What follows belongs to an exercise in optimizing a design on an open flow for small area; a production flow would make more cautious choices. In this exercise RTL edits were held to simulation tests only and were not proved equivalent to the original. The clock input has no modelled driver; a real chip could not lean on it and would need a root buffer or a full tree. No activity file was given, so power comes from the tool's default toggle rates.

==> flow/design.v <==
module piezoController #(parameter FRQ = 1_000_000)
                        (input[2:0] octave,
                         input nOn,
                         input clk,
                         input nrst,
                         output reg piezo_wire);
    localparam integer MATCH0 = FRQ / 262 / 2;
    localparam integer MATCH1 = FRQ / 294 / 2;
    localparam integer MATCH2 = FRQ / 330 / 2;
    localparam integer MATCH3 = FRQ / 349 / 2;
    localparam integer MATCH4 = FRQ / 392 / 2;
    localparam integer MATCH5 = FRQ / 440 / 2;
    localparam integer MATCH6 = FRQ / 494 / 2;
    localparam integer MATCH7 = FRQ / 523 / 2;
    localparam integer W = (MATCH0 < 2047) ? 11 : 32;
    reg[W-1:0] cnt;
    reg[W-1:0] match_cnt;
    always @(*) begin
        case (octave)
            3'd0: match_cnt = MATCH0;
            3'd1: match_cnt = MATCH1;
            3'd2: match_cnt = MATCH2;
            3'd3: match_cnt = MATCH3;
            3'd4: match_cnt = MATCH4;
            3'd5: match_cnt = MATCH5;
            3'd6: match_cnt = MATCH6;
            default: match_cnt = MATCH7;
        endcase
    end
    reg gt;
    integer i;
    always @(*) begin
        gt = 1'b0;
        for (i = 0; i < W; i = i + 1)
            gt = match_cnt[i] ? (cnt[i] & gt) : (cnt[i] | gt);
    end
    reg[W-1:0] cnt_inc;
    reg c;
    always @(*) begin
        c = ~nOn;
        for (i = 0; i < W; i = i + 1) begin
            cnt_inc[i] = cnt[i] ^ c;
            c = c & cnt[i];
        end
    end
    wire clr = ~nrst | (~nOn & gt);
    always@(posedge clk)begin
        cnt <= clr ? {W{1'b0}} : cnt_inc;
        if (nrst == 0)
            piezo_wire <= 0;
        else if (~nOn & gt)
            piezo_wire <= ~piezo_wire;
    end
endmodule
module displayController (input clk,
                          input nrst,
                          input[1:0] display_d,  
                          output[7:0] seg_com,
                          output[6:0] seg7);
    reg[3:0] j;
    reg nrst_d;
    always @(posedge clk) begin
        j      <= {4{nrst_d}} & {j[2:0], ~j[3]};
        nrst_d <= nrst;
    end
    wire[7:0] dg;  
    assign dg[0] = ~j[0] & ~j[3];
    assign dg[1] = j[0] & ~j[1];
    assign dg[2] = j[1] & ~j[2];
    assign dg[3] = j[2] & ~j[3];
    assign dg[4] = j[3] & j[0];
    assign dg[5] = ~j[0] & j[1];
    assign dg[6] = ~j[1] & j[2];
    assign dg[7] = ~j[2] & j[3];
    assign seg_com = ~dg;
    wire[2:0] nd = {nrst_d, display_d};
    assign seg7[0] = (dg[0] & (nd == 3'd0 | nd == 3'd1 | nd == 3'd2 | nd == 3'd3 | nd == 3'd4 | nd == 3'd5 | nd == 3'd6)) |
                     (dg[1] & (nd == 3'd0 | nd == 3'd1 | nd == 3'd2 | nd == 3'd3 | nd == 3'd4 | nd == 3'd5 | nd == 3'd6)) |
                     (dg[2] & (nd == 3'd0 | nd == 3'd1 | nd == 3'd2 | nd == 3'd3 | nd == 3'd4 | nd == 3'd6 | nd == 3'd7)) |
                     dg[3] |
                     dg[4] |
                     dg[5] |
                     dg[6] |
                     dg[7];
    assign seg7[1] = dg[0] |
                     dg[1] |
                     dg[2] |
                     dg[3];
    assign seg7[2] = (dg[0] & (nd == 3'd0 | nd == 3'd1 | nd == 3'd2 | nd == 3'd3 | nd == 3'd7)) |
                     (dg[1] & (nd == 3'd0 | nd == 3'd1 | nd == 3'd2 | nd == 3'd3 | nd == 3'd4 | nd == 3'd5 | nd == 3'd7)) |
                     (dg[2] & (nd == 3'd4 | nd == 3'd5 | nd == 3'd6 | nd == 3'd7)) |
                     (dg[3] & (nd == 3'd0 | nd == 3'd1 | nd == 3'd2 | nd == 3'd3 | nd == 3'd5 | nd == 3'd6 | nd == 3'd7)) |
                     (dg[4] & (nd == 3'd0 | nd == 3'd1 | nd == 3'd2 | nd == 3'd3));
    assign seg7[3] = (dg[0] & (nd == 3'd0 | nd == 3'd1 | nd == 3'd2 | nd == 3'd3 | nd == 3'd6 | nd == 3'd7)) |
                     (dg[1] & (nd == 3'd0 | nd == 3'd1 | nd == 3'd2 | nd == 3'd3 | nd == 3'd6)) |
                     (dg[2] & (nd == 3'd0 | nd == 3'd1 | nd == 3'd2 | nd == 3'd3 | nd == 3'd4 | nd == 3'd5)) |
                     (dg[3] & (nd == 3'd0 | nd == 3'd1 | nd == 3'd2 | nd == 3'd3 | nd == 3'd4));
    assign seg7[4] = (dg[0] & (nd == 3'd4 | nd == 3'd5 | nd == 3'd6)) |
                     (dg[1] & (nd == 3'd4 | nd == 3'd5 | nd == 3'd6)) |
                     (dg[2] & (nd == 3'd0 | nd == 3'd1 | nd == 3'd2 | nd == 3'd3 | nd == 3'd6 | nd == 3'd7)) |
                     (dg[3] & (nd == 3'd4));
    assign seg7[5] = (dg[0] & (nd == 3'd4 | nd == 3'd5)) |
                     (dg[1] & (nd == 3'd4 | nd == 3'd5)) |
                     (dg[2] & (nd == 3'd6 | nd == 3'd7)) |
                     (dg[3] & (nd == 3'd5 | nd == 3'd6));
    assign seg7[6] = (dg[0] & (nd == 3'd6)) |
                     (dg[1] & (nd == 3'd0 | nd == 3'd1 | nd == 3'd2 | nd == 3'd3 | nd == 3'd4 | nd == 3'd5 | nd == 3'd6)) |
                     (dg[2] & (nd == 3'd0 | nd == 3'd1 | nd == 3'd2 | nd == 3'd3 | nd == 3'd6 | nd == 3'd7)) |
                     dg[3];
endmodule
module mainController #(parameter FRQ = 1_000_000)  
                       (input clk,
                        input[7:0] key,
                        input nrst,
                        output[7:0] seg_com,
                        output[6:0] seg7,
                        output piezo_wire);
    localparam[3:0] S0   = 4'b0000, S5   = 4'b0001, S3   = 4'b0010, S5F  = 4'b0011,
                    S1A  = 4'b0100, S1B  = 4'b0101, S4   = 4'b0110,
                    S2FA = 4'b1000, S2FB = 4'b1001, S2   = 4'b1010, S3F  = 4'b1011;
    reg[3:0] state;
    reg pass;          
    reg[2:0] octave;   
    wire[2:0] cnt_lo;
    wire cnt_zero;
    runCounter runCounter01(.clk(clk), .nrst(nrst), .inc(~state[2]), .lo(cnt_lo), .zero(cnt_zero));
    wire tdone;
    durationTimer #(.FRQ(FRQ)) timer01(.clk(clk), .load(state[2]), .done(tdone));
    wire tend = tdone | cnt_zero;
    wire[1:0] display_d = state[1] ? 2'd1 : (state[0] ? {1'b1, ~pass} : 2'd0);
    piezoController #(.FRQ(FRQ)) piezoController01(.octave(octave), .nOn(~state[3]), .clk(clk), .nrst(nrst), .piezo_wire(piezo_wire));
    displayController displayController01(.clk(clk), .nrst(nrst), .display_d(display_d), .seg_com(seg_com), .seg7(seg7));
    always @(posedge clk) begin
        if (state[2])
            octave <= cnt_lo;
        if (state == S4)
            pass <= key[octave];
        if (nrst == 0)
            state <= S0;
        else begin
            case (state)
                S0:   state <= key[4] ? S1A : S0;
                S1A:  state <= S2FA;
                S1B:  state <= S2FB;
                S2FA: state <= S2;
                S2FB: state <= S2;
                S2:   state <= tend ? S3F : S2;
                S3F:  state <= (key != 0) ? S4 : S3;
                S3:   state <= (key != 0) ? S4 : S3;
                S4:   state <= S5F;
                S5F:  state <= S5;
                S5:   state <= tend ? S1B : S5;
                default: state <= S0;
            endcase
        end
    end
endmodule
module runCounter (input clk,
                   input nrst,
                   input inc,
                   output reg[2:0] lo,
                   output zero);
    reg[26:0] hi;
    wire step = inc & lo[2] & lo[1] & lo[0];
    wire low0 = ~|hi[25:0];
    wire fb = hi[26] ^ hi[25] ^ hi[24] ^ hi[21] ^ low0;
    assign zero = low0 & ~hi[26] & ~lo[2] & ~lo[1] & ~lo[0];
    wire sh = nrst & step;
    wire hd = nrst & ~step;
    always @(posedge clk) begin
        lo[0] <= nrst & (lo[0] ^ inc);
        lo[1] <= nrst & (lo[1] ^ (inc & lo[0]));
        lo[2] <= nrst & (lo[2] ^ (inc & lo[1] & lo[0]));
        hi    <= ({27{sh}} & {hi[25:0], fb}) | ({27{hd}} & hi);
    end
endmodule
module durationTimer #(parameter FRQ = 1_000_000)
                      (input clk,
                       input load,
                       output done);
    generate
        if (FRQ == 1_000_000) begin : g_lfsr
            localparam[19:0] P = 20'h55555;
            reg[19:0] es;
            wire[19:0] e = es ^ P;
            always @(posedge clk)
                es <= load ? 20'd0 : ({e[18:0], e[19] ^ e[16]} ^ P);
            assign done = (e == 20'h5e7cd);
        end
        else begin : g_bin
            reg[31:0] e;
            always @(posedge clk)
                e <= load ? 32'd0 : e + 1;
            assign done = (e > FRQ);
        end
    endgenerate
endmodule
export LEC_CHECK = 0
export ABC_AREA = 1
export CAP_MARGIN = 20
export CORE_MARGIN = 2
export CORE_UTILIZATION = 40
export SLEW_MARGIN = 20
create_clock -name core_clock -period 10.0 [get_ports {clk}]
standard.sh (not shown) runs the stock make flow with config.mk's settings and CLKGATE_MAP_FILE= SYNTH_SCRIPT=/design/flow/synth_recipe.tcl, a recipe that flattens the netlist after the stock synthesis.
==> flow/flow/run.sh <==
#!/bin/bash
# Own layout flow: the standard ORFS flow (standard.sh), with these
# changes to how the layout is made:
#  - synthesis runs without the full/half-adder extraction (ADDER_MAP_FILE
#    empty) and maps with each of the ABC scripts abc_*.script here in turn
#    (as ORFS's abc_area.script); the layout is made from the one whose
#    netlist has the smallest cell area. The registers are those of the
#    standard synthesis, as the same synthesis script makes them;
#  - ports are buffered with the smallest buffer, sky130_fd_sc_hd__buf_1;
#  - in place of clock tree synthesis, clock_buffer.tcl splits the
#    registers by location into CLOCK_COLS x CLOCK_ROWS equal groups, each
#    driven by one CLOCK_LEAF_CELL buffer, driven in turn by the clock port
#    (or by a CLOCK_ROOT_CELL buffer, if set).
# Every tool's output goes to the ORFS logs under orfs/ (and try_N/ for the
# trial syntheses), and make's own output to flow_make.log and
# try_N.log, in the folder this runs in.
set -euo pipefail
W=$(pwd)
rm -rf "$W/orfs_scripts"
cp -r "$FLOW_HOME/scripts" "$W/orfs_scripts"
export SCRIPTS_DIR="$W/orfs_scripts"
export ADDER_MAP_FILE=
export BUFFER_PORTS_ARGS="-buffer_cell sky130_fd_sc_hd__buf_1"
export CLOCK_LEAF_CELL=sky130_fd_sc_hd__buf_4
export CLOCK_ROOT_CELL=sky130_fd_sc_hd__clkbuf_2
export CLOCK_COLS=3
export CLOCK_ROWS=2
python3 - "$W/orfs_scripts/cts.tcl" "$W/flow/clock_buffer.tcl" <<'PY'
import sys
p, t = sys.argv[1], sys.argv[2]
s = open(p).read()
old = "log_cmd clock_tree_synthesis {*}$cts_args"
assert s.count(old) == 1
open(p, "w").write(s.replace(old, "source " + t))
PY

best=""; best_area=""
for s in "$W"/flow/abc_*.script; do
  n=$(basename "$s" .script)
  cp "$s" "$W/orfs_scripts/abc_area.script"
  rm -rf "$W/try_$n"
  sed "s|WORK_HOME=[^ ]*|WORK_HOME=$W/try_$n|" "$W/standard.sh" > "$W/try_$n.sh"
  if bash "$W/try_$n.sh" synth > "$W/try_$n.log" 2>&1; then
    a=$(awk '/Chip area for module/ {print $NF}' "$W"/try_$n/reports/*/mainController/base/synth_stat.txt | head -1)
    echo "$n: $a" >> "$W/synth_choice.log"
    if [[ -n "$a" ]] && { [[ -z "$best_area" ]] || awk -v a="$a" -v b="$best_area" 'BEGIN{exit !(a<b)}'; }; then
      best=$s; best_area=$a
    fi
  else
    echo "$n: failed" >> "$W/synth_choice.log"
  fi
done
[[ -n "$best" ]] || best="$W/flow/abc_1.script"
echo "chosen: $(basename "$best")" >> "$W/synth_choice.log"
cp "$best" "$W/orfs_scripts/abc_area.script"
bash "$W/standard.sh" > "$W/flow_make.log" 2>&1
==> flow/flow/clock_buffer.tcl <==
proc clock_buffer_place { block master name innet outnet x y } {
  set inst [odb::dbInst_create $block $master $name]
  [$inst findITerm A] connect $innet
  [$inst findITerm X] connect $outnet
  [$inst findITerm VPWR] connect [$block findNet VDD]
  [$inst findITerm VGND] connect [$block findNet VSS]
  $inst setLocation $x $y
  $inst setPlacementStatus PLACED
  return $inst
}

proc clock_leaf_buffers { leaf_cell root_cell cols rows } {
  set db [ord::get_db]
  set block [ord::get_db_block]
  set src [lindex [get_property [lindex [all_clocks] 0] sources] 0]
  set net [[$block findBTerm [get_full_name $src]] getNet]
  $net setSigType CLOCK
  set sinks {}
  foreach it [$net getITerms] {
    lassign [[$it getInst] getLocation] x y
    lappend sinks [list $it $x $y]
  }
  set n [llength $sinks]
  set groups {}
  set by_x [lsort -integer -index 1 $sinks]
  for {set c 0} {$c < $cols} {incr c} {
    set col [lrange $by_x [expr {$c * $n / $cols}] [expr {($c + 1) * $n / $cols - 1}]]
    set m [llength $col]
    set by_y [lsort -integer -index 2 $col]
    for {set r 0} {$r < $rows} {incr r} {
      lappend groups [lrange $by_y [expr {$r * $m / $rows}] [expr {($r + 1) * $m / $rows - 1}]]
    }
  }
  if {$root_cell ne ""} {
    set leaf_in [odb::dbNet_create $block "clknet_0_clk"]
    $leaf_in setSigType CLOCK
  } else {
    set leaf_in $net
  }
  set leaf_master [$db findMaster $leaf_cell]
  set lx 0
  set ly 0
  set g 0
  foreach grp $groups {
    set newnet [odb::dbNet_create $block "clknet_leaf_${g}_clk"]
    $newnet setSigType CLOCK
    set sx 0
    set sy 0
    foreach s $grp {
      set it [lindex $s 0]
      $it disconnect
      $it connect $newnet
      set sx [expr {$sx + [lindex $s 1]}]
      set sy [expr {$sy + [lindex $s 2]}]
    }
    set cx [expr {$sx / [llength $grp]}]
    set cy [expr {$sy / [llength $grp]}]
    clock_buffer_place $block $leaf_master "clkbuf_leaf_${g}_clk" $leaf_in $newnet $cx $cy
    puts "clock_leaf_buffers: $leaf_cell $g drives [llength $grp] clock sinks"
    set lx [expr {$lx + $cx}]
    set ly [expr {$ly + $cy}]
    incr g
  }
  if {$root_cell ne ""} {
    clock_buffer_place $block [$db findMaster $root_cell] "clkbuf_0_clk" $net $leaf_in \
      [expr {$lx / $g}] [expr {$ly / $g}]
    puts "clock_leaf_buffers: root $root_cell drives $g leaf buffers"
  }
}
clock_leaf_buffers $::env(CLOCK_LEAF_CELL) $::env(CLOCK_ROOT_CELL) \
  $::env(CLOCK_COLS) $::env(CLOCK_ROWS)
set_propagated_clock [all_clocks]
Other scripts of this flow, unchanged in this note and not shown: flow/flow/abc_1.script, flow/flow/abc_2.script, flow/flow/abc_3.script, flow/flow/abc_4.script, flow/flow/abc_5.script
==> next run, changes <==
--- a/flow/flow/run.sh
+++ b/flow/flow/run.sh
@@ -24,3 +24,3 @@
-export CLOCK_LEAF_CELL=sky130_fd_sc_hd__buf_4
-export CLOCK_ROOT_CELL=sky130_fd_sc_hd__clkbuf_2
-export CLOCK_COLS=3
+export CLOCK_LEAF_CELL=sky130_fd_sc_hd__buf_6
+export CLOCK_ROOT_CELL=
+export CLOCK_COLS=2
After rerunning:
- The new run passed the timing, DRC and antenna checks
- wire length came out lower by 1.2%
- total power went down by 2.1%
- hold slack gains 0.0049 ns
- sequential power is about the same
- combinational power hardly moves
- synthesized area stays the same
- global-route usage drops by 0.18 points
- die area does not change
- utilization hardly moves
==> next run, changes <==
--- a/flow/flow/run.sh
+++ b/flow/flow/run.sh
@@ -24 +24 @@
-export CLOCK_LEAF_CELL=sky130_fd_sc_hd__buf_6
+export CLOCK_LEAF_CELL=sky130_fd_sc_hd__buf_8
The changed run completed with no timing, DRC or antenna violations.
Routed wire length stays flat.
Core utilization rose by 0.22 points.
Global-route usage hardly moves.
Fmax rose by 0.52%.
Worst setup slack is better by 0.021 ns.
Sequential share of layout area fell by 0.24 points.
Clock skew is about the same.
Sequential cell count is unchanged.
Total power rose by 2.4%.
In every run of this note, the design's own scripts or RTL, not TritonCTS, make the clock network.

[afterwards: timing with drivers on the ports]
No port has a modelled driver above. Below, the same layouts with a new extraction and two added sets of constraints. Step 1, drivers: a clkbuf_16 drives clk and a buf_2 each remaining input, both assumed. Step 2 moves the port delays by t, midway between the first and last clock arrival at a register: inputs arrive t later, outputs are due t later. That takes back most of the time a late clock gives input paths. Slacks: ideal ports / drivers / drivers and shift; pairs: ideal ports / drivers.
run | shift t [ns] | setup WS [ns] | worst data-port slew with drivers (ns)
the first run | 0.447 | 5.610 / 5.585 / 6.032 | 0.03
the second run | 0.199 | 5.888 / 5.829 / 6.028 | 0.03
the third run | 0.195 | 5.909 / 5.840 / 6.035 | 0.03
After both steps every run listed still meets setup and hold.
